Context: an optimization exercise on an open-source flow, tuned for small area, a short achievable clock period and few clock cycles per item. The choices shown serve that exercise and are no tape-out recipe. RTL that was checked went through simulation tests only; none was proved equivalent to the original. For run 3, only the layout was checked, not whether the RTL still works. No activity file was given, so power comes from the tool's default toggle rates.

<file path="flow/run.sh">
#!/bin/bash
# synth_recipe.tcl (not shown) runs the flow's synth.tcl, then flattens the netlist and writes it again
# the make line also repeats each setting of config.mk as NAME=value (left out here)
make -C /OpenROAD-flow-scripts/flow DESIGN_CONFIG=/design/flow/config.mk WORK_HOME=/design/flow/orfs CLKGATE_MAP_FILE= SYNTH_SCRIPT=/design/flow/synth_recipe.tcl finish
</file>
<file path="flow/config.mk">
export PLATFORM = sky130hd
export DESIGN_NAME = rasterizer
export DESIGN_NICKNAME = rasterizer
export VERILOG_FILES = /design/flow/design.v
export SDC_FILE = /design/flow/constraint.sdc
export NUM_CORES = 8
export LEC_CHECK = 0
export CAP_MARGIN = 20
export CORE_MARGIN = 2
export CORE_UTILIZATION = 40
export SLEW_MARGIN = 20
</file>
<file path="flow/constraint.sdc">
create_clock -name core_clock -period 16.0 [get_ports {clk}]
set_input_delay 3.2000 -clock core_clock [delete_from_list [all_inputs] [get_ports {clk}]]
set_output_delay 3.2000 -clock core_clock [all_outputs]
set_load 0.01 [all_outputs]
</file>
<file path="flow/design.v">
module edge_function (
    input  wire [21:0] s,
    input  wire [10:0] a,
    input  wire [10:0] b,
    input  wire [10:0] m,
    input  wire        sa,      
    input  wire        sa2,     
    input  wire        sb,      
    input  wire        sm,      
    input  wire        inv,     
    input  wire        cin,     
    input  wire        o,       
    output wire [21:0] sum,
    output wire        c,       
    output wire        vc1,     
    output wire        vc0      
);
    wire [11:0] x = ({12{sa}} & {a[10], a}) | ({12{sa2}} & {a, 1'b0}) |
                    ({12{sb}} & {b[10], b}) | ({12{sm}} & {m[10], m});
    wire [11:0] q = {12{inv}} ^ x;
    wire [12:0] lo = {1'b0, s[11:0]} + {1'b0, q} + {12'd0, cin};
    wire qs = q[11];
    wire [9:0] sh = s[21:12];
    wire lc = lo[12];
    wire [9:0] hi = (lc & ~qs) ? sh + 10'd1 : (~lc & qs) ? sh - 10'd1 : sh;
    assign sum = {hi, lo[11:0]};
    wire [11:0] g = s[11:0] & q;
    wire [11:0] p = s[11:0] | q;
    wire [5:0] g1, p1;
    genvar i;
    generate for (i = 0; i < 6; i = i + 1) begin : l1
        assign g1[i] = g[2*i+1] | (p[2*i+1] & g[2*i]);
        assign p1[i] = p[2*i+1] & p[2*i];
    end endgenerate
    wire [2:0] g2, p2;
    generate for (i = 0; i < 3; i = i + 1) begin : l2
        assign g2[i] = g1[2*i+1] | (p1[2*i+1] & g1[2*i]);
        assign p2[i] = p1[2*i+1] & p1[2*i];
    end endgenerate
    wire g3 = g2[2] | (p2[2] & g2[1]) | (p2[2] & p2[1] & g2[0]);
    wire p3 = p2[2] & p2[1] & p2[0];
    assign c = g3 | (p3 & cin);
    wire one = &sh;
    wire zer = ~|sh;
    assign vc1 = o ^ (qs ? sh[9] : (sh[9] & ~one));
    assign vc0 = o ^ (qs ? (sh[9] | zer) : sh[9]);
endmodule
module late_sel #(parameter N = 1) (
    input  wire [2:0]   c,
    input  wire [2:0]   vc1,
    input  wire [2:0]   vc0,
    input  wire [2:0]   wR,       
    input  wire [2:0]   wL,       
    input  wire [2:0]   zA,       
    input  wire         d,
    input  wire         sdl,      
    input  wire         ssk,      
    input  wire [N-1:0] f_in,
    input  wire [N-1:0] f_c,
    input  wire [N-1:0] f_r,
    input  wire [N-1:0] f_l,
    output wire [N-1:0] f
);
    wire [2:0] v = (c & vc1) | (~c & vc0);
    wire ins = ~|v;
    wire r = |(v & wR);
    wire l = |(v & wL);
    wire z = |(v & zA);
    wire cf = (sdl & ((r & l) | z)) | (ssk & (z | (d ? l : r)));
    assign f = ins ? f_in : cf ? f_c : r ? f_r : f_l;
endmodule
module rasterizer (
    input  wire        clk,
    input  wire        rst_n,
    input  wire [9:0]  v0_x,
    input  wire [9:0]  v0_y,
    input  wire [9:0]  v1_x,
    input  wire [9:0]  v1_y,
    input  wire [9:0]  v2_x,
    input  wire [9:0]  v2_y,
    input  wire [23:0] color,
    input  wire        start,
    output reg         busy,
    output reg         done,
    output reg  [18:0] fb_addr,
    output reg  [23:0] fb_data,
    output reg         fb_write
);
reg [10:0] A0, A1, A2, B0, B1, Bn2;
reg [5:0]  cA, cB;      
function [6:0] sublo;    
    input [9:0] a, b;
    sublo = {1'b0, a[5:0]} + {1'b0, ~b[5:0]} + 7'd1;
endfunction
function [4:0] subhi;    
    input [9:0] a, b;
    input c;
    subhi = {1'b0, a[9:6]} + {1'b1, ~b[9:6]} + {4'd0, c};
endfunction
wire [6:0] lA0 = sublo(v0_y, v1_y), lA1 = sublo(v1_y, v2_y), lA2 = sublo(v2_y, v0_y);
wire [6:0] lB0 = sublo(v1_x, v0_x), lB1 = sublo(v2_x, v1_x), lB2 = sublo(v2_x, v0_x);
always @(posedge clk) begin
    fb_data <= color;
    A0[5:0] <= lA0[5:0];  cA[0] <= lA0[6];  A0[10:6] <= subhi(v0_y, v1_y, cA[0]);
    A1[5:0] <= lA1[5:0];  cA[1] <= lA1[6];  A1[10:6] <= subhi(v1_y, v2_y, cA[1]);
    A2[5:0] <= lA2[5:0];  cA[2] <= lA2[6];  A2[10:6] <= subhi(v2_y, v0_y, cA[2]);
    B0[5:0] <= lB0[5:0];  cB[0] <= lB0[6];  B0[10:6] <= subhi(v1_x, v0_x, cB[0]);
    B1[5:0] <= lB1[5:0];  cB[1] <= lB1[6];  B1[10:6] <= subhi(v2_x, v1_x, cB[1]);
    Bn2[5:0] <= lB2[5:0]; cB[2] <= lB2[6];  Bn2[10:6] <= subhi(v2_x, v0_x, cB[2]);
end
reg ph_s0, ph_s1, ph_horn, ph_bias, ph_walkl, ph_walku, ph_trav;
reg k_sweep;    
reg k_out;      
reg k_end;      
reg k_rev;      
reg k_seek;     
reg k_down;     
reg s_fwd, s_seek, s_rev, s_down;
reg o_sa, o_sa2, o_sb, o_neg01, o_neg2;
reg [2:0] o_sm;
reg [21:0] S0, S1, S2;              
reg [9:0] x, y, X1, Y1;
reg [3:0] k;
reg [10:0] hm;                      
reg       o;                        
reg       d;                        
reg       nomove;                   
reg       atX1;
reg [2:0] wR, wL, zA;               
wire zA0 = (A0 == 11'd0);
wire zA1 = (A1 == 11'd0);
wire zA2 = (A2 == 11'd0);
wire lt01 = A0[10] | (zA0 & ~B0[10]);      
wire lt12 = A1[10] | (zA1 & ~B1[10]);      
wire lt20 = A2[10] | (zA2 & Bn2[10]);      
wire t0 = lt01 & ~lt20;
wire t1 = lt12 & ~lt01;
wire t2 = lt20 & ~lt12;
wire mx01 = ~B0[10];
wire [9:0] maxx = mx01 ? (B1[10] ? v1_x : v2_x) : (Bn2[10] ? v0_x : v2_x);
wire my01 = A0[10];
wire [9:0] maxy = my01 ? (A1[10] ? v2_y : v1_y) : (A2[10] ? v0_y : v2_y);
wire [9:0] maxx_c = (maxx[9] & (maxx[8] | maxx[7])) ? 10'd639 : maxx;
wire [9:0] maxy_c = (maxy[9] | (maxy[8] & maxy[7] & maxy[6] & maxy[5])) ? 10'd479 : maxy;
wire [9:0] xt = ({10{t0}} & v0_x) | ({10{t1}} & v1_x) | ({10{t2}} & v2_x);
wire [9:0] yt = ({10{t0}} & v0_y) | ({10{t1}} & v1_y) | ({10{t2}} & v2_y);
wire [9:0] hb = (B0[9:0] ^ {10{B0[10]}}) | (Bn2[9:0] ^ {10{Bn2[10]}});
reg  [3:0] k0;
always @(*) begin
    k0 = 4'd0;
    if (hb[0]) k0 = 4'd1;
    if (hb[1]) k0 = 4'd2;
    if (hb[2]) k0 = 4'd3;
    if (hb[3]) k0 = 4'd4;
    if (hb[4]) k0 = 4'd5;
    if (hb[5]) k0 = 4'd6;
    if (hb[6]) k0 = 4'd7;
    if (hb[7]) k0 = 4'd8;
    if (hb[8]) k0 = 4'd9;
    if (hb[9]) k0 = 4'd10;
end
wire [3:0] kn = ph_s1 ? k0 : k - 4'd1;
wire nb1 = B0[kn], nb2 = Bn2[kn];
wire nhneg = (nb1 & nb2) ^ ph_s1;
wire [10:0] nhm = ({11{nb1 & ~nb2}} & A2) | ({11{~nb1 & nb2}} & A0) | ({11{nb1 & nb2}} & A1);
wire bias_o = S0[21] | S1[21] | S2[21];
wire cb = ~bias_o;
wire c01 = ph_bias ? cb : o_neg01;
wire c2  = ph_bias ? cb : o_neg2;
wire [21:0] T0, T1, T2;
wire [2:0] cc, vc1, vc0;
edge_function ef0 (.s(S0), .a(A0), .b(B0), .m(hm), .sa(o_sa), .sa2(o_sa2), .sb(o_sb), .sm(o_sm[0]),
    .inv(o_neg01), .cin(c01), .o(o), .sum(T0), .c(cc[0]), .vc1(vc1[0]), .vc0(vc0[0]));
edge_function ef1 (.s(S1), .a(A1), .b(B1), .m(hm), .sa(o_sa), .sa2(o_sa2), .sb(o_sb), .sm(o_sm[1]),
    .inv(o_neg01), .cin(c01), .o(o), .sum(T1), .c(cc[1]), .vc1(vc1[1]), .vc0(vc0[1]));
edge_function ef2 (.s(S2), .a(A2), .b(Bn2), .m(hm), .sa(o_sa), .sa2(o_sa2), .sb(o_sb), .sm(o_sm[2]),
    .inv(o_neg2), .cin(c2), .o(o), .sum(T2), .c(cc[2]), .vc1(vc1[2]), .vc0(vc0[2]));
wire insS = ((S0[21] ^ o) | (S1[21] ^ o) | (S2[21] ^ o)) == 1'b0;
wire atY1 = (y == Y1);
wire s_a = o_sa | o_sa2;
wire [9:0] x_n = s_a ? (o_neg01 ? (o_sa2 ? x - 10'd2 : x - 10'd1) : (o_sa2 ? x + 10'd2 : x + 10'd1)) : x;
wire atX1_n = (x_n == X1);
wire ylim = y[9] | (y[8] & y[7] & y[6] & y[5]);
wire walkl_last = ph_walkl & (x == 10'd640);
wire walku_last = ph_walku & (y == 10'd480);
wire walk_done = (walkl_last & ~ylim) | walku_last;
wire bias_wl   = x[9] & (x[8] | x[7]);
wire nph_s0    = ~busy & start;
wire nph_horn  = ph_s1 | (ph_horn & (k != 4'd0));
wire nph_bias  = ph_horn & (k == 4'd0);
wire nph_walkl = (ph_bias & bias_wl) | (ph_walkl & ~(x == 10'd640));
wire nph_walku = (ph_bias & ~bias_wl & ylim) | (walkl_last & ylim) | (ph_walku & ~walku_last);
wire nomove_n  = ph_walku | (nomove & ~ph_s1);
localparam NF = 18;
wire hn = nph_horn & nhneg;
function [NF-1:0] nxt;
    input hin, hcf, hr;
    reg nk_sweep, nk_out, nk_end, nk_rev, nk_seek, nk_down, d_n, fin, ntrav;
    reg blocked_n, ns_fwdi, ns_seek, ns_rev1, ns_rev2, ns_down, ns_aneg, ns_two;
    begin
        nk_sweep = 1'b0; nk_out = 1'b0; nk_end = 1'b0; nk_rev = 1'b0; nk_seek = 1'b0; nk_down = 1'b0;
        d_n = d;
        fin = 1'b0;
        if (ph_bias) begin
            d_n = 1'b1;
            nk_sweep = 1'b1;
        end else if (walk_done) begin
            if (hin) nk_sweep = 1'b1;
            else if (hcf | nomove | ph_walku) nk_down = 1'b1;
            else begin nk_seek = 1'b1; d_n = hr; end
        end else if (ph_trav) begin
            if (s_down) begin
                if (atY1) fin = 1'b1;
                else if (hin) nk_out = 1'b1;
                else if (hcf) nk_down = 1'b1;
                else begin nk_seek = 1'b1; d_n = hr; end
            end else if (s_rev) begin
                d_n = ~d;
                if (hin) nk_sweep = 1'b1;
                else if (atY1) fin = 1'b1;
                else nk_end = 1'b1;
            end else if (s_seek) begin
                if (hin) nk_sweep = 1'b1;
                else if (hcf) begin
                    if (atY1) fin = 1'b1; else nk_down = 1'b1;
                end else nk_seek = 1'b1;
            end else begin
                if (hin) begin nk_sweep = k_sweep; nk_out = k_out; end
                else if (k_out) nk_rev = 1'b1;
                else if (atY1) fin = 1'b1;
                else nk_end = 1'b1;
            end
        end
        ntrav = ((ph_bias & ~bias_wl & ~ylim) | walk_done | ph_trav) & ~fin;
        blocked_n = nomove_n | (d_n & atX1_n);
        ns_fwdi = ntrav & (nk_sweep | nk_out) & ~blocked_n;
        ns_seek = ntrav & nk_seek & ~blocked_n;
        ns_rev1 = ntrav & nk_out & blocked_n & ~nomove_n;
        ns_rev2 = ntrav & nk_rev;
        ns_down = ntrav & ((nk_sweep & blocked_n) | nk_end | nk_down | (nk_seek & blocked_n) |
                           (nk_out & nomove_n));
        ns_aneg = ((ns_fwdi | ns_seek) & ~d_n) | ((ns_rev1 | ns_rev2) & d_n) | nph_walkl;
        ns_two  = ns_rev2 & ~(~d_n & atX1);
        nxt = {ns_aneg | nph_walku | hn | nph_bias,
               ns_aneg | ns_down | hn | nph_bias,
               ntrav, fin, d_n,
               nk_down, nk_seek, nk_rev, nk_end, nk_out, nk_sweep,
               ns_fwdi, ns_seek, ns_rev1 | ns_rev2, ns_down,
               (ns_fwdi | ns_seek | ns_rev1 | ns_rev2 | nph_walkl) & ~ns_two,
               ns_two,
               ns_down | nph_walku};
    end
endfunction
wire [NF-1:0] f;
late_sel #(.N(NF)) ls (.c(cc), .vc1(vc1), .vc0(vc0), .wR(wR), .wL(wL), .zA(zA), .d(d),
    .sdl(s_down | walk_done), .ssk(s_seek & ph_trav),
    .f_in(nxt(1'b1, 1'b0, 1'b0)), .f_c(nxt(1'b0, 1'b1, 1'b0)),
    .f_r(nxt(1'b0, 1'b0, 1'b1)), .f_l(nxt(1'b0, 1'b0, 1'b0)), .f(f));
wire n_trav = f[15], fin = f[14], d_n = f[13];
always @(posedge clk or negedge rst_n) begin
    if (!rst_n) begin
        busy     <= 1'b0;
        done     <= 1'b0;
        fb_write <= 1'b0;
        ph_s0 <= 1'b0; ph_s1 <= 1'b0; ph_horn <= 1'b0; ph_bias <= 1'b0;
        ph_walkl <= 1'b0; ph_walku <= 1'b0; ph_trav <= 1'b0;
    end else begin
        done     <= fin;
        busy     <= busy ? ~fin : start;
        fb_write <= ph_trav & insS;
        ph_s0 <= nph_s0; ph_s1 <= ph_s0; ph_horn <= nph_horn; ph_bias <= nph_bias;
        ph_walkl <= nph_walkl; ph_walku <= nph_walku; ph_trav <= n_trav;
    end
end
always @(posedge clk) begin
    {k_down, k_seek, k_rev, k_end, k_out, k_sweep} <= f[12:7];
    {s_fwd, s_seek, s_rev, s_down} <= f[6:3];
    o_sa  <= f[2];
    o_sa2 <= f[1];
    o_sb  <= f[0];
    o_neg01 <= f[17];
    o_neg2  <= f[16];
    o_sm  <= {3{nph_horn & (nb1 | nb2)}} & {t1, t0, t2};
    d     <= d_n;
    fb_addr <= {y, 9'd0} + {2'd0, y, 7'd0} + {9'd0, x};
    if (ph_s1) begin
        S0 <= 22'd0; S1 <= 22'd0; S2 <= 22'd0;
    end else if (ph_horn & (k != 4'd0)) begin
        S0 <= {T0[20:0], 1'b0}; S1 <= {T1[20:0], 1'b0}; S2 <= {T2[20:0], 1'b0};
    end else begin
        S0 <= T0; S1 <= T1; S2 <= T2;
    end
    x <= x_n;
    atX1 <= atX1_n;
    X1 <= maxx_c;
    Y1 <= maxy_c;
    nomove <= nomove_n;
    hm <= nhm;
    if (ph_bias) begin
        o  <= bias_o;
        wR <= {~zA2 & (A2[10] == bias_o), ~zA1 & (A1[10] == bias_o), ~zA0 & (A0[10] == bias_o)};
        wL <= {~zA2 & (A2[10] != bias_o), ~zA1 & (A1[10] != bias_o), ~zA0 & (A0[10] != bias_o)};
        zA <= {zA2, zA1, zA0};
    end
    if (ph_s1) begin
        k     <= k0;
        x     <= xt;
        atX1  <= 1'b0;
        y     <= yt;
    end
    if (ph_horn) k <= k - 4'd1;
    if (ph_walku) y <= y - 10'd1;
    if (s_down) y <= y + 10'd1;
end
endmodule
</file>
==> flow_summary.ini, run 1 <==
[status]
outcome = timing/DRC/antenna clean

[final_layout]
antenna_cells_inserted = 0
final_layout_size_suffix_gt1_share_pct = 5.14
syn_to_final_growth_pct = 16.2
layout.nets = 2562
design_area_um2 = 21400

[sta]
number_of_failing_hold_endpoints_at_the_final_stage = 0
slew_headroom_pct = 30.7
final_min_period_over_clock_period_pct = 37.0
setup_viol_count_final = 0
maxClockFrequency_mhz = 169
worstMarginPinSlew_ns = 1.03
rsz0062_at_grt = false
setup_total_negative_slack_ns = 0
maxSlewViolCount = 0
post-route-min-period_ns = 5.92
fin_worst_skew_ns = 0.0222

[logic_synthesis]
synth_seq_area_share_pct = 31.1
synth_async_sr_flop_share_pct = 3.68
simple_gate_fraction_of_synth_area_pct = 16.9
syn-instance-count = 2203
synth-edff-count = 24
synthesis.area_per_instance_um2 = 8.36
yosys_warnings = 1
dominant_combinational_cell_family_by_area_after_synthesis = compound AO/OA/AOI/OAI gates
synthDistinctLibCells = 88
post_synth_fa_ha_maj_area_fraction_pct = 13.7
synth_compound_gate_area_share_pct = 18.8
synthFlopType = sky130_fd_sc_hd__dfxtp_1
synth_xor_xnor_area_share_pct = 9.08
synth.area.mux_share_pct = 3.61
syn_nets = 2475
synth.cell_area_um2 = 18400
synth_seq_cells = 272

[route]
post_drt_via_cell_ratio = 5.53
residual_drc = 0
drt-pass1-iter-count = 7
drtAntennaViolNets = 0
route.detailed.wl_per_inst_um = 19.1
drt-initial-drc-count = 1301
drt_wl_total_um = 55500
detailroute.via_count = 16100

[grt]
antenna_violations_before_repair = 1
grt_pass1_vias = 16300
grt_start_max_net_pins = 60
track_usage_pct = 23.4
grt_first_pass_wirelength_um = 88100
grt-ovfl-total = 0

[clock_tree]
path_clk_slew_ns = 0.06
max-clock-path-buffers = 3
cts_hold_repair.buffers = 0
clock-root-buffer = sky130_fd_sc_hd__clkbuf_16
cts.repair_timing.setup_buffer_count = 0
cts_tree = done
sink_count = 272
htree_num_levels = 2
post_cts_resize_count = 0
cts_inserted_buffers = 34
clkLatencyLatePin_ns = 0.55

[power]
power-per-cell-area_nw_per_um2 = 197
total_leakage_power_uw = 0.00933
power_uw = 4210
clock_power_share_pct = 19.3
seqPwrFrac_pct = 27.9
power.combinational.fraction_pct = 52.8
power.switching_uw = 1830
peakVddDrop_uv = 120
switching_share_pct = 43.5
p_int_uw = 2380

[worst_setup_path]
crit_path_max_fanout = 23
start_kind = register
critPathRequiredTime_ns = 16.43
crit_path_end_kind = register
timing_worst_setup_path_type = reg -> reg
arrival_time_at_the_worst_endpoint_ns = 6.35

[floorplanning]
std_cell_rows = 78
core_area_um2 = 45400
die-area_um2 = 47800
die_w_um = 219
chipHeight_um = 219
initial_core_utilization_pct = 40.6
ios = 133

[place]
dpl-instance-area_um2 = 20200
buffer_ports.inserted = 132
gp_congestion = 0.945
hpwlAfterDp_um = 41800

[flow_run]
timing.max_cap.violations = 0

[worst_hold_path]
hold_class = reg -> reg
[power by group through the flow]
| stage | logic, µW | clock network (µW) | registers [µW] |
|---|---|---|---|
| after floorplan | 1730 | 0 | 1060 |
| after global placement | 2150 | 0 | 1180 |
| after detailed placement | 2200 | 0 | 1180 |
| after CTS | 2220 | 834 | 1170 |
| after global routing | 2510 | 861 | 1200 |
| final | 2220 | 815 | 1170 |
[metrics by stage]
step / hold slack [ns] / worst slack [ns] / util [%] / std cells
2_1_floorplan: 0.329 / 11.23 / - / 2203
3_3_place_gp: 0.337 / 10.45 / 44.6 / 2854
6_report: 0.358 / 10.08 / 47.2 / 2913
5_1_grt: 0.363 / 9.76 / 47.2 / 2913
3_5_place_dp: 0.347 / 10.14 / 44.6 / 2854
4_1_cts: 0.361 / 10.09 / 47.1 / 2913
[worst paths after layout]
kind | startpoint | endpoint | slack (ns) | cells after the start
min reg2reg | ph_s0 | ph_s1 | 0.36 | 0
max in group asynchronous | rst_n | ph_s1 | 12.36 | 1
max | o_neg01 | o_neg2 | 10.08 | 16
min in group asynchronous | rst_n | busy | 3.11 | 1
min | ph_s0 | ph_s1 | 0.36 | 0
max reg2reg | o_neg01 | o_neg2 | 10.08 | 16
[final cells by class]
| type | instances | area, µm² |
|---|---|---|
| Fill cell | 4400 | 24000 |
| Multi-Input combinational cell | 1603 | 11400 |
| Sequential cell | 272 | 5740 |
| Timing Repair Buffer | 147 | 1430 |
| Clock buffer | 41 | 928 |
| Inverter | 232 | 873 |
| Tap cell | 600 | 751 |
| Clock inverter | 18 | 231 |
[cells by family after synthesis]
logic type / Yosys count
buffers and inverters: 328
AND/OR/NAND/NOR: 644
XOR/XNOR: 188
flip-flops: 272
other: 1
multiplexers: 60
AO/OA/AOI/OAI: 524
adder cells (fa/ha/maj): 186
[layout by cell type (no fill, tap or decap), types with 35 or more instances in the layout]
cell type,instances
sky130_fd_sc_hd__o21ai_0,94
sky130_fd_sc_hd__nor2_1,145
sky130_fd_sc_hd__nand2_1,214
sky130_fd_sc_hd__nand3_1,48
sky130_fd_sc_hd__a22oi_1,63
sky130_fd_sc_hd__a21oi_1,140
sky130_fd_sc_hd__clkdlybuf4s50_1,132
sky130_fd_sc_hd__inv_1,229
sky130_fd_sc_hd__clkbuf_16,35
sky130_fd_sc_hd__mux2i_1,47
sky130_fd_sc_hd__xnor2_1,121
sky130_fd_sc_hd__nor3_1,41
sky130_fd_sc_hd__dfxtp_1,237
sky130_fd_sc_hd__ha_1,159
sky130_fd_sc_hd__xor2_1,65
[registers in the layout (all words and copies together) (netlist names), 19 cells and up]
name	flops
S0	22
S1	22
S2	22
fb_addr	19
fb_data	24
[critical path, stage by stage (launching register included)]
cell and delay, ns:
sky130_fd_sc_hd__dfxtp_1 0.86, sky130_fd_sc_hd__inv_2 0.54, sky130_fd_sc_hd__xnor2_2 0.56, sky130_fd_sc_hd__inv_1 0.19, sky130_fd_sc_hd__ha_1 0.24, sky130_fd_sc_hd__or4_1 0.44
sky130_fd_sc_hd__nand2b_1 0.17, sky130_fd_sc_hd__a311oi_1 0.26, sky130_fd_sc_hd__a2111oi_0 0.15, sky130_fd_sc_hd__nor4_2 0.51, sky130_fd_sc_hd__nor2_1 0.16, sky130_fd_sc_hd__and3_1 0.21
sky130_fd_sc_hd__a21oi_1 0.51, sky130_fd_sc_hd__inv_1 0.30, sky130_fd_sc_hd__a311oi_1 0.31, sky130_fd_sc_hd__o311ai_1 0.15, sky130_fd_sc_hd__or2_1 0.23
[synthesized netlist by cell type (9+ instances only)]
master / number / share of area, %
sky130_fd_sc_hd__dfxtp_1: 238 / 26
sky130_fd_sc_hd__inv_1: 229 / 4.7
sky130_fd_sc_hd__nand2_1: 215 / 4.4
sky130_fd_sc_hd__ha_1: 159 / 11
sky130_fd_sc_hd__nor2_1: 145 / 3.0
sky130_fd_sc_hd__a21oi_1: 140 / 3.8
sky130_fd_sc_hd__xnor2_1: 121 / 5.8
sky130_fd_sc_hd__o21ai_0: 94 / 2.6
sky130_fd_sc_hd__clkbuf_1: 70 / 1.4
sky130_fd_sc_hd__xor2_1: 65 / 3.1
sky130_fd_sc_hd__a22oi_1: 63 / 2.6
sky130_fd_sc_hd__nand3_1: 48 / 1.3
sky130_fd_sc_hd__mux2i_1: 47 / 2.6
sky130_fd_sc_hd__nor3_1: 43 / 1.2
sky130_fd_sc_hd__a21o_1: 33 / 1.3
sky130_fd_sc_hd__nor2b_1: 33 / 1.1
sky130_fd_sc_hd__nand2b_1: 30 / 1.0
sky130_fd_sc_hd__o22ai_1: 30 / 1.0
sky130_fd_sc_hd__fa_1: 26 / 2.8
sky130_fd_sc_hd__edfxtp_1: 24 / 3.9
sky130_fd_sc_hd__and3_1: 22 / 0.75
sky130_fd_sc_hd__nor4_1: 22 / 0.75
sky130_fd_sc_hd__o21bai_1: 21 / 0.86
sky130_fd_sc_hd__a222oi_1: 20 / 1.1
sky130_fd_sc_hd__buf_1: 19 / 0.39
sky130_fd_sc_hd__a21boi_0: 16 / 0.65
sky130_fd_sc_hd__or2_2: 16 / 0.54
sky130_fd_sc_hd__nand4_1: 13 / 0.44
sky130_fd_sc_hd__dfrtp_1: 10 / 1.4
sky130_fd_sc_hd__a211oi_1: 9 / 0.37
sky130_fd_sc_hd__a31oi_1: 9 / 0.31
sky130_fd_sc_hd__and2_1: 9 / 0.31
sky130_fd_sc_hd__or3_1: 9 / 0.31
[layer usage]
| layer | track usage [%] | vias up | share of wire (%) |
|---|---|---|---|
| met3 | 3.30 | 129 | 6.0 |
| met2 | 38.1 | 559 | 45 |
| li1 | - | 7817 | - |
| met5 | 0 | - | 0 |
| met1 | 30.7 | 7596 | 45 |
| met4 | 10.8 | 0 | 4.1 |
Testbench counts, summed over its fixed seeds: cycles 550,682, triangles 2,400.
==> run 2, diff against run 1 <==
--- a/flow/config.mk
+++ b/flow/config.mk
@@ -9,3 +9,3 @@
 export CORE_MARGIN = 2
 export CORE_UTILIZATION = 40
-export SLEW_MARGIN = 20
+export SLEW_MARGIN = 70
==> flow_summary.ini, run 2 <==
[logic_synthesis]
synth.top_cells.by_area = sky130_fd_sc_hd__dfxtp_1 26%, sky130_fd_sc_hd__ha_1 11%, sky130_fd_sc_hd__xnor2_1 5.8%
synthFlopType = sky130_fd_sc_hd__dfxtp_1
syn_nets = 2475
synth_seq_area_share_pct = 31.1
synth.cell_area_um2 = 18400
synthDistinctLibCells = 88
synthesis.area_per_instance_um2 = 8.36
synth_seq_cells = 272
synthDominantCellAreaShare_pct = 25.9
syn-instance-count = 2203
synth_async_sr_flop_share_pct = 3.68
synth.cells.most_frequent = 238 x sky130_fd_sc_hd__dfxtp_1, 229 x sky130_fd_sc_hd__inv_1, 215 x sky130_fd_sc_hd__nand2_1
netlist.top_cell.by_area = sky130_fd_sc_hd__dfxtp_1
post-synth-top-count-cell = sky130_fd_sc_hd__dfxtp_1
yosys_warnings = 1
synth-edff-count = 24

[worst_setup_path]
crit_path_end_kind = register
timing_worst_setup_path_type = reg -> reg
crit_path_max_fanout = 42
arrival_time_at_the_worst_endpoint_ns = 5.69
start_kind = register
critPathRequiredTime_ns = 16.43

[route]
drtAntennaViolNets = 0
route.detailed.wl_per_inst_um = 19.0
drt-initial-drc-count = 1239
drt_wl_total_um = 55800
detailroute.via_count = 16200
drt-pass1-iter-count = 7
residual_drc = 0
post_drt_via_cell_ratio = 5.54

[final_layout]
largest_register_ff_count = 24
layout.nets = 2581
final_core_util_pct = 47.8
syn_to_final_growth_pct = 17.9
largest-register = fb_data
design_area_um2 = 21700
multiInputGateArea_um2 = 11700
layout.cells.most_common_list = 229 x sky130_fd_sc_hd__inv_1, 220 x sky130_fd_sc_hd__dfxtp_1, 210 x sky130_fd_sc_hd__nand2_1
final_layout_size_suffix_gt1_share_pct = 7.50
antenna_cells_inserted = 0
seq_area_um2 = 5770
layout.cells.most_common = sky130_fd_sc_hd__inv_1
n_fill_cell = 4456

[worst_hold_path]
hold_class = reg -> reg

[sta]
maxClockFrequency_mhz = 190
number_of_failing_hold_endpoints_at_the_final_stage = 0
hold_slack_ns = 0.351
post-route-min-period_ns = 5.26
maxSlewViolCount = 0
fin_worst_skew_ns = 0.0204
setup_viol_count_final = 0
rsz0062_at_grt = false
final_min_period_over_clock_period_pct = 32.9
setup_total_negative_slack_ns = 0

[grt]
grt-ovfl-total = 0
track_usage_pct = 23.6
grt_pass1_vias = 16300
grt_start_max_net_pins = 60
grt_first_pass_wirelength_um = 88800
antenna_violations_before_repair = 1

[floorplanning]
std_cell_rows = 78
core_area_um2 = 45400
chipHeight_um = 219
die-area_um2 = 47800
die_w_um = 219
ios = 133
initial_core_utilization_pct = 40.6

[clock_tree]
cts_tree = done
clock-root-buffer = sky130_fd_sc_hd__clkbuf_16
htree_num_levels = 2
cts.repair_timing.setup_buffer_count = 0
path_clk_slew_ns = 0.06
post_cts_resize_count = 0
max-clock-path-buffers = 3
clkLatencyLatePin_ns = 0.55
cts_hold_repair.buffers = 0
cts_inserted_buffers = 34
sink_count = 272

[power]
power-per-cell-area_nw_per_um2 = 194
peakVddDrop_uv = 118
total_leakage_power_uw = 0.00939

[place]
buffer_ports.inserted = 132
dpl-instance-area_um2 = 20600
hpwlAfterDp_um = 42100
gp_congestion = 0.945

[flow_run]
timing.max_cap.violations = 0

[status]
outcome = timing/DRC/antenna clean
-- run 2: cell types whose count changed in the layout (fill, tap and decap cells not counted), sizes merged --
cell	delta
buf	+14
bufinv	-4
clkinv	-1
clkbuf	+8
inv	+2
clkdlybuf4s18	+1
clkdlybuf4s50	+1
-- run 2: path summary, 6_finish.rpt --
path                       start        to  slack [ns]  cells after the start
max                         o_sa    o_neg2       10.74                     19
min                        ph_s0     ph_s1        0.35                      0
max reg2reg                 o_sa    o_neg2       10.74                     19
min reg2reg                ph_s0     ph_s1        0.35                      0
max in group asynchronous  rst_n     ph_s1       13.14                      1
min in group asynchronous  rst_n  ph_walkl        2.56                      1
-- run 2: critical path, cell delays in order, from the launching register on --
cell and delay, ns:
sky130_fd_sc_hd__dfxtp_1 0.31, sky130_fd_sc_hd__buf_6 0.19, sky130_fd_sc_hd__or2_1 0.40, sky130_fd_sc_hd__a21o_1 0.30, sky130_fd_sc_hd__xnor2_4 0.32, sky130_fd_sc_hd__inv_1 0.17, sky130_fd_sc_hd__ha_1 0.24, sky130_fd_sc_hd__or4_1 0.43
sky130_fd_sc_hd__nand2b_1 0.16, sky130_fd_sc_hd__a311oi_1 0.31, sky130_fd_sc_hd__a2111oi_2 0.09, sky130_fd_sc_hd__buf_1 0.13, sky130_fd_sc_hd__nor4_4 0.41, sky130_fd_sc_hd__nor2_1 0.15, sky130_fd_sc_hd__and3_1 0.22, sky130_fd_sc_hd__a21oi_2 0.33
sky130_fd_sc_hd__inv_1 0.23, sky130_fd_sc_hd__a311oi_1 0.30, sky130_fd_sc_hd__o311ai_1 0.17, sky130_fd_sc_hd__or2_1 0.23
-- run 2: cells by family (layout without fill, tap and decap cells) --
| family | count (synthesis) | after routing | synth area share [%] |
|---|---|---|---|
| AOI/OAI and AO/OA | 524 | 524 | 18.8 |
| xor gates and xnor gates | 188 | 188 | 9.08 |
| adders and majority gates | 186 | 186 | 13.7 |
| buffers and inverters | 328 | 459 | 6.78 |
| DFF | 272 | 272 | 31.1 |
| muxes | 60 | 60 | 3.61 |
| other | 1 | 1 | 0.0204 |
| and+or+nand+nor | 644 | 644 | 16.9 |
-- run 2: report_power, final --
group | switching [µW] | internal (µW) | total (µW) | leakage (µW)
registers | 269 | 920 | 1190 | 0.00235
logic | 1270 | 1000 | 2270 | 0.00653
clock network | 317 | 427 | 744 | 0.000504
-- run 2: final cells by class --
type | count | share of cell area (%)
clock buffers | 46 | 4.27
clock inverters | 15 | 0.571
inverters | 232 | 4.05
multi-input cells | 1603 | 53.8
flip-flops and latches | 272 | 26.6
well taps | 600 | 3.46
repair buffers | 166 | 7.28
-- run 2: stage by stage --
step	instances	power [µW]	worst slack [ns]
2_1_floorplan	2203	2790	11.23
3_3_place_gp	2854	3330	10.45
3_5_place_dp	2867	3430	10.71
4_1_cts	2928	4190	10.75
5_1_grt	2934	4570	10.40
6_report	2934	4200	10.74
-- run 2: per-layer routing --
layer / part of all wire (%) / global-route usage (%) / vias to the layer above
met2: 45 / 38.4 / 553
met3: 5.5 / 3.55 / 123
met1: 45 / 31.0 / 7704
met4: 3.9 / 10.3 / 2
met5: 0.023 / 0 / -
li1: - / - / 7863
==> run 3, diff against run 2 <==
--- a/flow/design.v
+++ b/flow/design.v
@@ -50,23 +50,11 @@
     input  wire [2:0]   vc1,
     input  wire [2:0]   vc0,
-    input  wire [2:0]   wR,       
-    input  wire [2:0]   wL,       
-    input  wire [2:0]   zA,       
-    input  wire         d,
-    input  wire         sdl,      
-    input  wire         ssk,      
     input  wire [N-1:0] f_in,
-    input  wire [N-1:0] f_c,
-    input  wire [N-1:0] f_r,
-    input  wire [N-1:0] f_l,
+    input  wire [N-1:0] f_out,
     output wire [N-1:0] f
 );
     wire [2:0] v = (c & vc1) | (~c & vc0);
     wire ins = ~|v;
-    wire r = |(v & wR);
-    wire l = |(v & wL);
-    wire z = |(v & zA);
-    wire cf = (sdl & ((r & l) | z)) | (ssk & (z | (d ? l : r)));
-    assign f = ins ? f_in : cf ? f_c : r ? f_r : f_l;
+    assign f = ins ? f_in : f_out;
 endmodule
 module rasterizer (
@@ -115,8 +103,10 @@
 reg k_rev;      
 reg k_seek;     
+reg k_srev;     
 reg k_down;     
-reg s_fwd, s_seek, s_rev, s_down;
+reg s_fwd, s_seek, s_rev, s_srev, s_down;
 reg o_sa, o_sa2, o_sb, o_neg01, o_neg2;
 reg [2:0] o_sm;
+reg g;
 reg [21:0] S0, S1, S2;              
 reg [9:0] x, y, X1, Y1;
@@ -176,5 +166,11 @@
 edge_function ef2 (.s(S2), .a(A2), .b(Bn2), .m(hm), .sa(o_sa), .sa2(o_sa2), .sb(o_sb), .sm(o_sm[2]),
     .inv(o_neg2), .cin(c2), .o(o), .sum(T2), .c(cc[2]), .vc1(vc1[2]), .vc0(vc0[2]));
-wire insS = ((S0[21] ^ o) | (S1[21] ^ o) | (S2[21] ^ o)) == 1'b0;
+wire [2:0] vS = {S2[21], S1[21], S0[21]} ^ {3{o}};
+wire insS = ~|vS;
+wire rS = |(vS & wR);
+wire lS = |(vS & wL);
+wire zS = |(vS & zA);
+wire cfS = (rS & lS) | zS;           
+wire wdS = d ? lS : rS;              
 wire atY1 = (y == Y1);
 wire s_a = o_sa | o_sa2;
@@ -192,13 +188,15 @@
 wire nph_walku = (ph_bias & ~bias_wl & ylim) | (walkl_last & ylim) | (ph_walku & ~walku_last);
 wire nomove_n  = ph_walku | (nomove & ~ph_s1);
-localparam NF = 18;
+localparam NF = 20;
 wire hn = nph_horn & nhneg;
 function [NF-1:0] nxt;
-    input hin, hcf, hr;
-    reg nk_sweep, nk_out, nk_end, nk_rev, nk_seek, nk_down, d_n, fin, ntrav;
-    reg blocked_n, ns_fwdi, ns_seek, ns_rev1, ns_rev2, ns_down, ns_aneg, ns_two;
+    input hin;
+    reg nk_sweep, nk_out, nk_end, nk_rev, nk_seek, nk_srev, nk_down, d_n, g_n, fin, ntrav;
+    reg blocked_n, ns_fwd, ns_seek, ns_rev1, ns_rev2, ns_srev, ns_down, ns_aneg, ns_two;
     begin
-        nk_sweep = 1'b0; nk_out = 1'b0; nk_end = 1'b0; nk_rev = 1'b0; nk_seek = 1'b0; nk_down = 1'b0;
+        nk_sweep = 1'b0; nk_out = 1'b0; nk_end = 1'b0; nk_rev = 1'b0; nk_seek = 1'b0;
+        nk_srev = 1'b0; nk_down = 1'b0;
         d_n = d;
+        g_n = 1'b0;
         fin = 1'b0;
         if (ph_bias) begin
@@ -206,13 +204,15 @@
             nk_sweep = 1'b1;
         end else if (walk_done) begin
-            if (hin) nk_sweep = 1'b1;
-            else if (hcf | nomove | ph_walku) nk_down = 1'b1;
-            else begin nk_seek = 1'b1; d_n = hr; end
+            if (hin) begin nk_sweep = 1'b1; d_n = 1'b1; end
+            else begin nk_seek = 1'b1; d_n = 1'b0; g_n = 1'b1; end
         end else if (ph_trav) begin
             if (s_down) begin
                 if (atY1) fin = 1'b1;
                 else if (hin) nk_out = 1'b1;
-                else if (hcf) nk_down = 1'b1;
-                else begin nk_seek = 1'b1; d_n = hr; end
+                else begin
+                    nk_seek = 1'b1;
+                    if (d & (nomove | atX1)) begin d_n = 1'b0; g_n = 1'b0; end
+                    else begin d_n = ~d; g_n = 1'b1; end
+                end
             end else if (s_rev) begin
                 d_n = ~d;
@@ -220,9 +220,14 @@
                 else if (atY1) fin = 1'b1;
                 else nk_end = 1'b1;
-            end else if (s_seek) begin
+            end else if (s_srev) begin
+                d_n = ~d;
                 if (hin) nk_sweep = 1'b1;
-                else if (hcf) begin
+                else nk_seek = 1'b1;
+            end else if (s_seek) begin
+                if (cfS | (wdS & ~g)) begin
                     if (atY1) fin = 1'b1; else nk_down = 1'b1;
-                end else nk_seek = 1'b1;
+                end else if (wdS) nk_srev = 1'b1;
+                else if (hin) nk_sweep = 1'b1;
+                else nk_seek = 1'b1;
             end else begin
                 if (hin) begin nk_sweep = k_sweep; nk_out = k_out; end
@@ -234,28 +239,25 @@
         ntrav = ((ph_bias & ~bias_wl & ~ylim) | walk_done | ph_trav) & ~fin;
         blocked_n = nomove_n | (d_n & atX1_n);
-        ns_fwdi = ntrav & (nk_sweep | nk_out) & ~blocked_n;
+        ns_fwd  = ntrav & (nk_sweep | nk_out) & ~blocked_n;
         ns_seek = ntrav & nk_seek & ~blocked_n;
         ns_rev1 = ntrav & nk_out & blocked_n & ~nomove_n;
         ns_rev2 = ntrav & nk_rev;
+        ns_srev = ntrav & nk_srev & ~(~d_n & atX1);
         ns_down = ntrav & ((nk_sweep & blocked_n) | nk_end | nk_down | (nk_seek & blocked_n) |
-                           (nk_out & nomove_n));
-        ns_aneg = ((ns_fwdi | ns_seek) & ~d_n) | ((ns_rev1 | ns_rev2) & d_n) | nph_walkl;
-        ns_two  = ns_rev2 & ~(~d_n & atX1);
+                           (nk_out & nomove_n) | (nk_srev & ~d_n & atX1));
+        ns_aneg = ((ns_fwd | ns_seek) & ~d_n) | ((ns_rev1 | ns_rev2 | ns_srev) & d_n) | nph_walkl;
+        ns_two  = (ns_rev2 & ~(~d_n & atX1)) | ns_srev;
         nxt = {ns_aneg | nph_walku | hn | nph_bias,
                ns_aneg | ns_down | hn | nph_bias,
-               ntrav, fin, d_n,
-               nk_down, nk_seek, nk_rev, nk_end, nk_out, nk_sweep,
-               ns_fwdi, ns_seek, ns_rev1 | ns_rev2, ns_down,
-               (ns_fwdi | ns_seek | ns_rev1 | ns_rev2 | nph_walkl) & ~ns_two,
-               ns_two,
-               ns_down | nph_walku};
+               ntrav, fin, d_n, g_n,
+               nk_down, nk_srev, nk_seek, nk_rev, nk_end, nk_out, nk_sweep,
+               ns_fwd, ns_seek, ns_rev1 | ns_rev2, ns_srev, ns_down,
+               (ns_fwd | ns_seek | ns_rev1 | ns_rev2 | nph_walkl) & ~ns_two,
+               ns_two};
     end
 endfunction
 wire [NF-1:0] f;
-late_sel #(.N(NF)) ls (.c(cc), .vc1(vc1), .vc0(vc0), .wR(wR), .wL(wL), .zA(zA), .d(d),
-    .sdl(s_down | walk_done), .ssk(s_seek & ph_trav),
-    .f_in(nxt(1'b1, 1'b0, 1'b0)), .f_c(nxt(1'b0, 1'b1, 1'b0)),
-    .f_r(nxt(1'b0, 1'b0, 1'b1)), .f_l(nxt(1'b0, 1'b0, 1'b0)), .f(f));
-wire n_trav = f[15], fin = f[14], d_n = f[13];
+late_sel #(.N(NF)) ls (.c(cc), .vc1(vc1), .vc0(vc0), .f_in(nxt(1'b1)), .f_out(nxt(1'b0)), .f(f));
+wire n_trav = f[17], fin = f[16], d_n = f[15];
 always @(posedge clk or negedge rst_n) begin
     if (!rst_n) begin
@@ -274,11 +276,12 @@
 end
 always @(posedge clk) begin
-    {k_down, k_seek, k_rev, k_end, k_out, k_sweep} <= f[12:7];
-    {s_fwd, s_seek, s_rev, s_down} <= f[6:3];
-    o_sa  <= f[2];
-    o_sa2 <= f[1];
-    o_sb  <= f[0];
-    o_neg01 <= f[17];
-    o_neg2  <= f[16];
+    g <= f[14];
+    {k_down, k_srev, k_seek, k_rev, k_end, k_out, k_sweep} <= f[13:7];
+    {s_fwd, s_seek, s_rev, s_srev, s_down} <= f[6:2];
+    o_sa  <= f[1];
+    o_sa2 <= f[0];
+    o_sb  <= f[2] | nph_walku;
+    o_neg01 <= f[19];
+    o_neg2  <= f[18];
     o_sm  <= {3{nph_horn & (nb1 | nb2)}} & {t1, t0, t2};
     d     <= d_n;
--- a/flow/config.mk
+++ b/flow/config.mk
@@ -8,4 +8,4 @@
 export CAP_MARGIN = 20
 export CORE_MARGIN = 2
-export CORE_UTILIZATION = 40
+export CORE_UTILIZATION = 60
 export SLEW_MARGIN = 70
==> flow_summary.ini, run 3 <==
[status]
outcome = timing/DRC/antenna clean

[power]
switching_share_pct = 46.7
seqPwrFrac_pct = 22.9
p_int_uw = 2960
total_leakage_power_uw = 0.00977
clock_power_share_pct = 14.9
power-per-cell-area_nw_per_um2 = 247
power.switching_uw = 2600
power.combinational.fraction_pct = 62.3
peakVddDrop_uv = 146

[grt]
antenna_violations_before_repair = 0
track_usage_pct = 32.9
grt-ovfl-total = 0
grt_first_pass_wirelength_um = 89000
grt_start_max_net_pins = 59
grt_pass1_vias = 17000

[sta]
hold_slack_ns = 0.355
setup_total_negative_slack_ns = 0
number_of_failing_hold_endpoints_at_the_final_stage = 0
post-route-min-period_ns = 4.92
fin_worst_skew_ns = 0.0220
final_min_period_over_clock_period_pct = 30.8
rsz0062_at_grt = false
setup_viol_count_final = 0
worst_slack_ns = 11.08
maxSlewViolCount = 0
maxClockFrequency_mhz = 203

[worst_setup_path]
timing_worst_setup_path_type = reg -> reg
critPathRequiredTime_ns = 16.39
arrival_time_at_the_worst_endpoint_ns = 5.31
crit_path_max_fanout = 46
r2r-start = o_sa
setup.reg_to_reg.worst_slack_ns = 11.08
crit_path_end_kind = register
worstReg2RegEnd = S1[18]
setup.worst_path.start = o_sa
start_kind = register
r2r.worst_path.cells = 17

[floorplanning]
core_area_um2 = 31600
chipHeight_um = 183
initial_core_utilization_pct = 61.1
ios = 133
die_w_um = 183
std_cell_rows = 65
die-area_um2 = 33700

[logic_synthesis]
synthDistinctLibCells = 102
post_synth_fa_ha_maj_area_fraction_pct = 13.1
synth_async_sr_flop_share_pct = 3.65
netlist.top_cell.by_area = sky130_fd_sc_hd__dfxtp_1
synth.top_cells.by_area = sky130_fd_sc_hd__dfxtp_1 25%, sky130_fd_sc_hd__ha_1 10%, sky130_fd_sc_hd__xnor2_1 4.9%
synth_compound_gate_area_share_pct = 21.9
yosys_warnings = 1
synthDominantCellAreaShare_pct = 24.9
dominant_combinational_cell_family_by_area_after_synthesis = compound AO/OA/AOI/OAI gates
synth.cell_area_um2 = 19300
post-synth-top-count-cell = sky130_fd_sc_hd__dfxtp_1
synth_seq_cells = 274
synth_xor_xnor_area_share_pct = 7.69
synthesis.area_per_instance_um2 = 8.39
syn-instance-count = 2303
synthFlopType = sky130_fd_sc_hd__dfxtp_1
simple_gate_fraction_of_synth_area_pct = 18.3
synth.cells.most_frequent = 240 x sky130_fd_sc_hd__dfxtp_1, 224 x sky130_fd_sc_hd__inv_1, 171 x sky130_fd_sc_hd__nand2_1
synth.area.mux_share_pct = 2.38
synth-edff-count = 24
syn_nets = 2576
synth_seq_area_share_pct = 29.9

[route]
post_drt_via_cell_ratio = 6.24
detailroute.via_count = 17600
drt_wl_total_um = 56400
drt-pass1-iter-count = 9
drtAntennaViolNets = 0
route.detailed.wl_per_inst_um = 20.0
drt-initial-drc-count = 1637
residual_drc = 0

[final_layout]
largest_register_ff_count = 24
layout.cells.most_common_list = 222 x sky130_fd_sc_hd__dfxtp_1, 221 x sky130_fd_sc_hd__inv_1, 168 x sky130_fd_sc_hd__nand2_1
largest-register = fb_data
syn_to_final_growth_pct = 16.5
design_area_um2 = 22500
final_layout_size_suffix_gt1_share_pct = 8.42
antenna_cells_inserted = 0
final_core_util_pct = 71.2
layout.cells.most_common = sky130_fd_sc_hd__dfxtp_1
layout.nets = 2672

[place]
buffer_ports.inserted = 132
hpwlAfterDp_um = 41700
gp_congestion = 0.988
dpl-instance-area_um2 = 21100
dpl_worst_slack_ns = 10.86

[worst_hold_path]
worstHoldPathCells = 0
hold_class = reg -> reg
hold_start = ph_s0
worst_hold_path.endpoint = ph_s1

[clock_tree]
clock-root-buffer = sky130_fd_sc_hd__clkbuf_16
sink_count = 274
clkLatencyLatePin_ns = 0.53
cts.repair_timing.setup_buffer_count = 0
cts_inserted_buffers = 34
path_clk_slew_ns = 0.06
max-clock-path-buffers = 3
post_cts_resize_count = 0
cts_tree = done
htree_num_levels = 2
cts_hold_repair.buffers = 0

[flow_run]
timing.max_cap.violations = 0
==> run 3: changes by cell type after synthesis, sizes merged, moves of 16 or more <==
cell    change
o21a       +16
or3        +24
xor2       -16
nand3      +21
nor3       +17
buf        +16
nand2      -44
o211ai     +24
==> run 3: per-stage QoR <==
| stage | cells | power, µW |
|---|---|---|
| finish | 2824 | 5570 |
| global route | 2824 | 6020 |
| CTS | 2816 | 5470 |
| detailed placement | 2757 | 4610 |
| global placement | 2743 | 4420 |
| floorplan | 2303 | 3760 |
==> run 3: layout make-up <==
type / instances / area (µm²)
fill: 2503 / 9120
clock inverter: 14 / 179
inverter: 227 / 860
multi-input combinational: 1697 / 12600
clock buffer: 45 / 1030
sequential: 274 / 5820
timing repair buffer: 165 / 1540
tap: 402 / 503
==> run 3: critical path, cell delays in order, from the launching register on <==
cell and delay [ns]:
sky130_fd_sc_hd__dfxtp_1 0.31, sky130_fd_sc_hd__buf_6 0.20, sky130_fd_sc_hd__a222oi_1 0.36, sky130_fd_sc_hd__clkdlybuf4s50_1 0.59, sky130_fd_sc_hd__xnor2_1 0.18, sky130_fd_sc_hd__inv_1 0.12, sky130_fd_sc_hd__fa_1 0.45, sky130_fd_sc_hd__fa_1 0.42
sky130_fd_sc_hd__nand2b_1 0.16, sky130_fd_sc_hd__a21boi_0 0.32, sky130_fd_sc_hd__o21ai_0 0.17, sky130_fd_sc_hd__a211o_1 0.33, sky130_fd_sc_hd__nand3b_1 0.23, sky130_fd_sc_hd__clkbuf_2 0.23, sky130_fd_sc_hd__nand4_1 0.17, sky130_fd_sc_hd__o22ai_1 0.24
sky130_fd_sc_hd__xnor2_1 0.17, sky130_fd_sc_hd__o22ai_1 0.11
==> run 3: power groups by stage <==
stage	combinational, µW	sequential (µW)	clock, µW
final	3470	1270	828
after global routing	3850	1300	865
after CTS	3370	1260	834
after detailed placement	3330	1270	0
after global placement	3160	1260	0
after floorplan	2650	1120	0
==> run 3: cells by family after synthesis <==
| group | Yosys count |
|---|---|
| other | 1 |
| XOR/XNOR | 162 |
| multiplexers | 45 |
| flip-flops | 274 |
| AO/OA/AOI/OAI | 606 |
| AND/OR/NAND/NOR | 697 |
| adder cells (fa/ha/maj) | 186 |
| buffers and inverters | 332 |
==> run 3: worst max path at each step <==
stage / to / slack, ns
floorplan: cA[1] / 11.61
global placement: B1[5] / 10.87
detailed placement: B0[5] / 10.86
CTS: busy / 11.32
global route: S1[18] / 10.92
finish: S1[18] / 11.08
==> run 3: metal layers <==
metal	up-vias	track usage [%]	part of all wire, %
li1	8390	-	-
met1	8368	42.4	43
met2	711	55.4	46
met3	158	4.77	6.5
met4	0	13.7	4.5
met5	-	0	0
==> run 4, diff against run 3 <==
--- a/flow/design.v
+++ b/flow/design.v
@@ -25,20 +25,5 @@
     wire [9:0] hi = (lc & ~qs) ? sh + 10'd1 : (~lc & qs) ? sh - 10'd1 : sh;
     assign sum = {hi, lo[11:0]};
-    wire [11:0] g = s[11:0] & q;
-    wire [11:0] p = s[11:0] | q;
-    wire [5:0] g1, p1;
-    genvar i;
-    generate for (i = 0; i < 6; i = i + 1) begin : l1
-        assign g1[i] = g[2*i+1] | (p[2*i+1] & g[2*i]);
-        assign p1[i] = p[2*i+1] & p[2*i];
-    end endgenerate
-    wire [2:0] g2, p2;
-    generate for (i = 0; i < 3; i = i + 1) begin : l2
-        assign g2[i] = g1[2*i+1] | (p1[2*i+1] & g1[2*i]);
-        assign p2[i] = p1[2*i+1] & p1[2*i];
-    end endgenerate
-    wire g3 = g2[2] | (p2[2] & g2[1]) | (p2[2] & p2[1] & g2[0]);
-    wire p3 = p2[2] & p2[1] & p2[0];
-    assign c = g3 | (p3 & cin);
+    assign c = lc;
     wire one = &sh;
     wire zer = ~|sh;
--- a/flow/config.mk
+++ b/flow/config.mk
@@ -9,3 +9,5 @@
 export CORE_MARGIN = 2
 export CORE_UTILIZATION = 60
+export CTS_CLUSTER_DIAMETER = 80
+export CTS_CLUSTER_SIZE = 25
 export SLEW_MARGIN = 70
==> flow_summary.ini, run 4 <==
[place]
hpwlAfterDp_um = 35900
gp_congestion = 0.918
buffer_ports.inserted = 132
dpl-instance-area_um2 = 19200

[worst_setup_path]
cp_peak_stage_delay_ns = 0.64
critPathRequiredTime_ns = 16.45
start_kind = primary input
timing_worst_setup_path_type = in -> reg
crit_path_end_kind = register
cp_cell_sequence = clkdlybuf4s50_1, inv_1, ha_1, nor2b_1, o21ai_0, nand2b_1, a21o_1, a21oi_1, xnor2_1
crit_slowest_cell = sky130_fd_sc_hd__clkdlybuf4s50_1
arrival_time_at_the_worst_endpoint_ns = 5.25
crit_path_max_fanout = 5

[floorplanning]
std_cell_rows = 62
core_area_um2 = 28600
die-area_um2 = 30400
die_w_um = 174
chipHeight_um = 174
ios = 133
initial_core_utilization_pct = 60.8

[final_layout]
largest_register_ff_count = 24
largest-register = fb_data
design_area_um2 = 20000
layout.nets = 2309
final_layout_size_suffix_gt1_share_pct = 7.39
n_fill_cell = 2324
antenna_cells_inserted = 0
syn_to_final_growth_pct = 14.9
layout.cells.most_common = sky130_fd_sc_hd__dfxtp_1
layout.cells.most_common_list = 230 x sky130_fd_sc_hd__dfxtp_1, 177 x sky130_fd_sc_hd__nand2_1, 147 x sky130_fd_sc_hd__inv_1

[clock_tree]
htree_num_levels = 1
cts.repair_timing.setup_buffer_count = 0
cts_inserted_buffers = 17
post_cts_resize_count = 0
clock-root-buffer = sky130_fd_sc_hd__clkbuf_16
cts_hold_repair.buffers = 0
path_clk_slew_ns = 0.09
cts_tree = done
clkLatencyLatePin_ns = 0.54
sink_count = 274
max-clock-path-buffers = 3

[power]
switching_share_pct = 41.7
total_leakage_power_uw = 0.00835
seqPwrFrac_pct = 35.3
clock_power_share_pct = 14.9
power-per-cell-area_nw_per_um2 = 156
p_int_uw = 1820
power.combinational.fraction_pct = 49.8
peakVddDrop_uv = 140
power.switching_uw = 1300

[route]
drt-initial-drc-count = 1312
route.detailed.wl_per_inst_um = 19.3
residual_drc = 0
post_drt_via_cell_ratio = 6.15
drtAntennaViolNets = 0
drt-pass1-iter-count = 9
drt_wl_total_um = 47500
detailroute.via_count = 15200

[logic_synthesis]
synth-edff-count = 24
synth.cell_area_um2 = 17400
synth.top_cells.by_area = sky130_fd_sc_hd__dfxtp_1 28%, sky130_fd_sc_hd__ha_1 8.7%, sky130_fd_sc_hd__xnor2_1 6.8%
synth_seq_area_share_pct = 33.2
syn-instance-count = 1965
synth.cells.most_frequent = 240 x sky130_fd_sc_hd__dfxtp_1, 179 x sky130_fd_sc_hd__nand2_1, 148 x sky130_fd_sc_hd__inv_1
synth_seq_cells = 274
yosys_warnings = 1
synthDistinctLibCells = 102
synthDominantCellAreaShare_pct = 27.6
netlist.top_cell.by_area = sky130_fd_sc_hd__dfxtp_1
synth_async_sr_flop_share_pct = 3.65
synthFlopType = sky130_fd_sc_hd__dfxtp_1
synthesis.area_per_instance_um2 = 8.86
syn_nets = 2199
post-synth-top-count-cell = sky130_fd_sc_hd__dfxtp_1

[sta]
hold_slack_ns = 0.362
setup_total_negative_slack_ns = 0
fin_worst_skew_ns = 0.0363
maxClockFrequency_mhz = 209
number_of_failing_hold_endpoints_at_the_final_stage = 0
post-route-min-period_ns = 4.79
final_min_period_over_clock_period_pct = 30.0
setup_viol_count_final = 0
rsz0062_at_grt = false
maxSlewViolCount = 0

[grt]
grt_start_max_net_pins = 59
grt_pass1_vias = 14500
track_usage_pct = 30.3
grt_first_pass_wirelength_um = 74600
antenna_violations_before_repair = 0
grt-ovfl-total = 0

[status]
outcome = timing/DRC/antenna clean

[worst_hold_path]
hold_class = reg -> reg

[flow_run]
timing.max_cap.violations = 0
==> run 4: layout make-up <==
type                            instances  area (µm²)  share of cell area [%]
Timing Repair Buffer                  176        1660                    8.28
Tap cell                              384         480                    2.40
Clock buffer                           19         433                    2.17
Clock inverter                         10        92.6                   0.463
Multi-Input combinational cell       1455       11000                    54.8
Sequential cell                       274        5800                    29.0
Inverter                              151         567                    2.83
==> run 4: power groups by stage <==
stage               clock, µW  sequential [µW]  combinational, µW
detailed placement          0             1110               1510
global route              495             1130               1720
CTS                       474             1100               1520
floorplan                   0             1030               1180
finish                    465             1110               1560
global placement            0             1110               1440
==> run 4: worst max-delay path: cells and delay by family <==
| kind | cells | cell delay, ns |
|---|---|---|
| simple gates | 2 | 0.25 |
| xor+xnor | 1 | 0.13 |
| compound gates | 3 | 0.58 |
| buf+inv | 2 | 0.76 |
| fa+ha+maj | 1 | 0.32 |
==> run 4: metrics by stage <==
stage	cells	power [µW]	utilization, %	setup slack (ns)
after global routing	2469	3340	69.8	11.07
after global placement	2409	2550	66.2	10.86
after CTS	2456	3100	69.1	11.26
after detailed placement	2427	2630	67.2	10.74
final	2469	3130	69.8	11.21
after floorplan	1965	2210	-	11.31
==> run 4: logic make-up after synthesis <==
group,synth area share (%)
compound gates,20.9
xor+xnor,9.80
fa+ha+maj,11.7
buf+inv,5.38
flops,33.2
mux,3.25
other cells,0.0215
simple gates,15.8
==> run 4: metal layers <==
metal / up-vias / routed length, µm / GRT usage (%)
met2: 622 / 21700 / 50.1
li1: 7245 / - / -
met1: 7183 / 20400 / 39.6
met3: 131 / 3500 / 5.31
met4: 0 / 1850 / 11.2
met5: - / 0 / 0
==> run 4: worst paths after layout <==
path / start / to / slack (ns) / depth (start not counted)
setup / recovery: v0_x[1] / Bn2[5] / 11.21 / 9
hold / removal: ph_s0 / ph_s1 / 0.36 / 0
setup reg to reg: o_sm[0] / busy / 11.31 / 15
hold reg to reg: ph_s0 / ph_s1 / 0.36 / 0
max in group asynchronous: rst_n / ph_bias / 13.18 / 1
min in group asynchronous: rst_n / ph_horn / 2.53 / 1
Testbench counts of run 4, summed over its fixed seeds: cycles 554,091, triangles 2,400.
==> run 5, diff against run 4 <==
--- a/flow/config.mk
+++ b/flow/config.mk
@@ -9,5 +9,3 @@
 export CORE_MARGIN = 2
 export CORE_UTILIZATION = 60
-export CTS_CLUSTER_DIAMETER = 80
-export CTS_CLUSTER_SIZE = 25
 export SLEW_MARGIN = 70
==> flow_summary.ini, run 5 <==
[floorplanning]
die-area_um2 = 30400
std_cell_rows = 62
ios = 133
die_w_um = 174
chipHeight_um = 174
initial_core_utilization_pct = 60.8
core_area_um2 = 28600

[worst_setup_path]
cp_peak_stage_delay_ns = 0.64
cp_cell_sequence = clkdlybuf4s50_1, inv_1, ha_1, nor2b_1, o21ai_0, nand2b_1, a21o_1, a21oi_1, xnor2_1
crit_slowest_cell = sky130_fd_sc_hd__clkdlybuf4s50_1
worstPathBufferInverterCount = 2
start_kind = primary input
crit_path_max_fanout = 5
arrival_time_at_the_worst_endpoint_ns = 5.22
cp_top_family = buffers and inverters
crit_path_end_kind = register
timing_worst_setup_path_type = in -> reg
critPathRequiredTime_ns = 16.49

[sta]
post-route-min-period_ns = 4.73
slew_headroom_pct = 65.6
setup_total_negative_slack_ns = 0
setup_viol_count_final = 0
number_of_failing_hold_endpoints_at_the_final_stage = 0
maxClockFrequency_mhz = 211
fin_worst_skew_ns = 0.0123
rsz0062_at_grt = false
final_min_period_over_clock_period_pct = 29.6
worstMarginPinSlew_ns = 0.517
maxSlewViolCount = 0

[route]
route.detailed.wl_per_inst_um = 19.4
residual_drc = 0
drt-pass1-iter-count = 7
drtAntennaViolNets = 0
detailroute.via_count = 15300
drt-initial-drc-count = 1259
post_drt_via_cell_ratio = 6.13
drt_wl_total_um = 48400

[logic_synthesis]
synthDominantCellAreaShare_pct = 27.6
yosys_warnings = 1
synth.cell_area_um2 = 17400
synthesis.area_per_instance_um2 = 8.86
synth-edff-count = 24
netlist.top_cell.by_area = sky130_fd_sc_hd__dfxtp_1
synth_seq_area_share_pct = 33.2
post-synth-top-count-cell = sky130_fd_sc_hd__dfxtp_1
synth_seq_cells = 274
synth.top_cells.by_area = sky130_fd_sc_hd__dfxtp_1 28%, sky130_fd_sc_hd__ha_1 8.7%, sky130_fd_sc_hd__xnor2_1 6.8%
synth_async_sr_flop_share_pct = 3.65
synthDistinctLibCells = 102
synthFlopType = sky130_fd_sc_hd__dfxtp_1
syn_nets = 2199
syn-instance-count = 1965
synth.cells.most_frequent = 240 x sky130_fd_sc_hd__dfxtp_1, 179 x sky130_fd_sc_hd__nand2_1, 148 x sky130_fd_sc_hd__inv_1

[clock_tree]
post_cts_resize_count = 0
cts_inserted_buffers = 31
sink_count = 274
cts_hold_repair.buffers = 0
htree_num_levels = 1
cts.repair_timing.setup_buffer_count = 0
path_clk_slew_ns = 0.06
cts_tree = done
max-clock-path-buffers = 3
clkLatencyLatePin_ns = 0.57
clock-root-buffer = sky130_fd_sc_hd__clkbuf_16

[grt]
grt-ovfl-total = 0
track_usage_pct = 30.8
antenna_violations_before_repair = 0
grt_pass1_vias = 14800
grt_first_pass_wirelength_um = 75900
grt_start_max_net_pins = 59

[power]
power_uw = 3340
power-per-cell-area_nw_per_um2 = 164
peakVddDrop_uv = 134
total_leakage_power_uw = 0.00854

[final_layout]
layout.nets = 2320
layout.cells.most_common_list = 231 x sky130_fd_sc_hd__dfxtp_1, 177 x sky130_fd_sc_hd__nand2_1, 147 x sky130_fd_sc_hd__inv_1
design_area_um2 = 20400
largest_register_ff_count = 24
syn_to_final_growth_pct = 17.3
antenna_cells_inserted = 0
largest-register = fb_data
final_layout_size_suffix_gt1_share_pct = 8.16
layout.cells.most_common = sky130_fd_sc_hd__dfxtp_1

[place]
buffer_ports.inserted = 132
gp_congestion = 0.918
dpl-instance-area_um2 = 19200
hpwlAfterDp_um = 35900

[flow_run]
timing.max_cap.violations = 0

[worst_hold_path]
hold_class = reg -> reg

[status]
outcome = timing/DRC/antenna clean
[run 5: final timing paths]
kind / from / end / slack [ns] / cells past startpoint
max: v0_x[1] / Bn2[5] / 11.27 / 9
min: ph_s0 / ph_s1 / 0.35 / 0
max reg2reg: o_sb / busy / 11.29 / 15
min reg2reg: ph_s0 / ph_s1 / 0.35 / 0
max in group asynchronous: rst_n / ph_bias / 13.22 / 1
min in group asynchronous: rst_n / fb_write / 2.52 / 1
[run 5: per-layer routing]
| metal | track usage, % | part of all wire [%] | wire length [µm] | vias up |
|---|---|---|---|---|
| met2 | 50.9 | 46 | 22200 | 642 |
| li1 | - | - | - | 7269 |
| met1 | 39.1 | 42 | 20500 | 7219 |
| met4 | 12.8 | 4.2 | 2020 | 0 |
| met5 | 0.160 | 0 | 0 | - |
| met3 | 6.36 | 7.7 | 3720 | 147 |
[run 5: power breakdown]
group | internal, µW | total (µW) | leakage, µW | switching [µW]
clock network | 386 | 667 | 0.000461 | 281
logic | 716 | 1570 | 0.00573 | 851
registers | 904 | 1110 | 0.00236 | 205
total | 2010 | 3340 | 0.00854 | 1340
[run 5: metrics by stage]
stage,cells,utilization [%],hold WS (ns),worst slack (ns)
global placement,2409,66.2,0.334,10.86
CTS,2483,70.5,0.358,11.28
floorplan,1965,-,0.329,11.31
global route,2493,71.3,0.362,11.04
finish,2493,71.3,0.354,11.27
detailed placement,2427,67.2,0.345,10.74
[run 5: layout make-up]
| cell class | instances | area, µm² |
|---|---|---|
| Tap cell | 384 | 480 |
| Inverter | 151 | 567 |
| Clock buffer | 47 | 866 |
| Fill cell | 2250 | 8210 |
| Clock inverter | 9 | 72.6 |
| Multi-Input combinational cell | 1455 | 11000 |
| Sequential cell | 274 | 5800 |
| Timing Repair Buffer | 173 | 1640 |
[run 5: cell families after synthesis]
| logic type | Yosys count | share of synthesized area [%] |
|---|---|---|
| AND/OR/NAND/NOR | 550 | 15.8 |
| AO/OA/AOI/OAI | 519 | 20.9 |
| flip-flops | 274 | 33.2 |
| buffers and inverters | 236 | 5.38 |
| XOR/XNOR | 189 | 9.80 |
| adder cells (fa/ha/maj) | 147 | 11.7 |
| multiplexers | 49 | 3.25 |
| other | 1 | 0.0215 |
[run 5: worst register-to-register path, delay by kind of cell, from the launching register on]
family / cells / cell delay, ns
XOR/XNOR: 1 / 0.16
adder cells (fa/ha/maj): 1 / 0.33
AND/OR/NAND/NOR: 3 / 0.94
AO/OA/AOI/OAI: 9 / 2.12
flip-flops: 1 / 0.44
buffers and inverters: 1 / 0.60

[what the ideal ports hide]
The results above use ideal ports. As a check the final layouts listed here were re-extracted and re-timed, cells and wires unchanged.
Step 1 sets driving cells, clkbuf_16 on the clock port and buf_2 on the other inputs (assumed; they add their load-dependent delay and slew).
Step 2 also shifts input and output timing later by t, the mid clock arrival at the registers, as if the neighbouring blocks saw the same clock.
Three values: ideal, step 1, step 2; two values: the first two.
| run | shift t [ns] | setup WS [ns] | hold slack, ns |
|---|---|---|---|
| run 1 | 0.595 | 10.076 / 10.076 / 10.076 | 0.358 / 0.358 / 0.358 |
| run 2 | 0.595 | 10.738 / 10.738 / 10.690 | 0.351 / 0.351 / 0.351 |
| run 3 | 0.572 | 11.078 / 11.078 / 10.808 | 0.355 / 0.355 / 0.355 |
| run 4 | 0.571 | 11.207 / 11.236 / 10.665 | 0.362 / 0.362 / 0.362 |
| run 5 | 0.612 | 11.267 / 11.241 / 10.686 | 0.354 / 0.354 / 0.354 |
After both steps setup and hold are still met in every run listed. The setup slack of run 5, which loses most, moves by -0.026 ns with the drivers and by -0.581 ns with both steps.
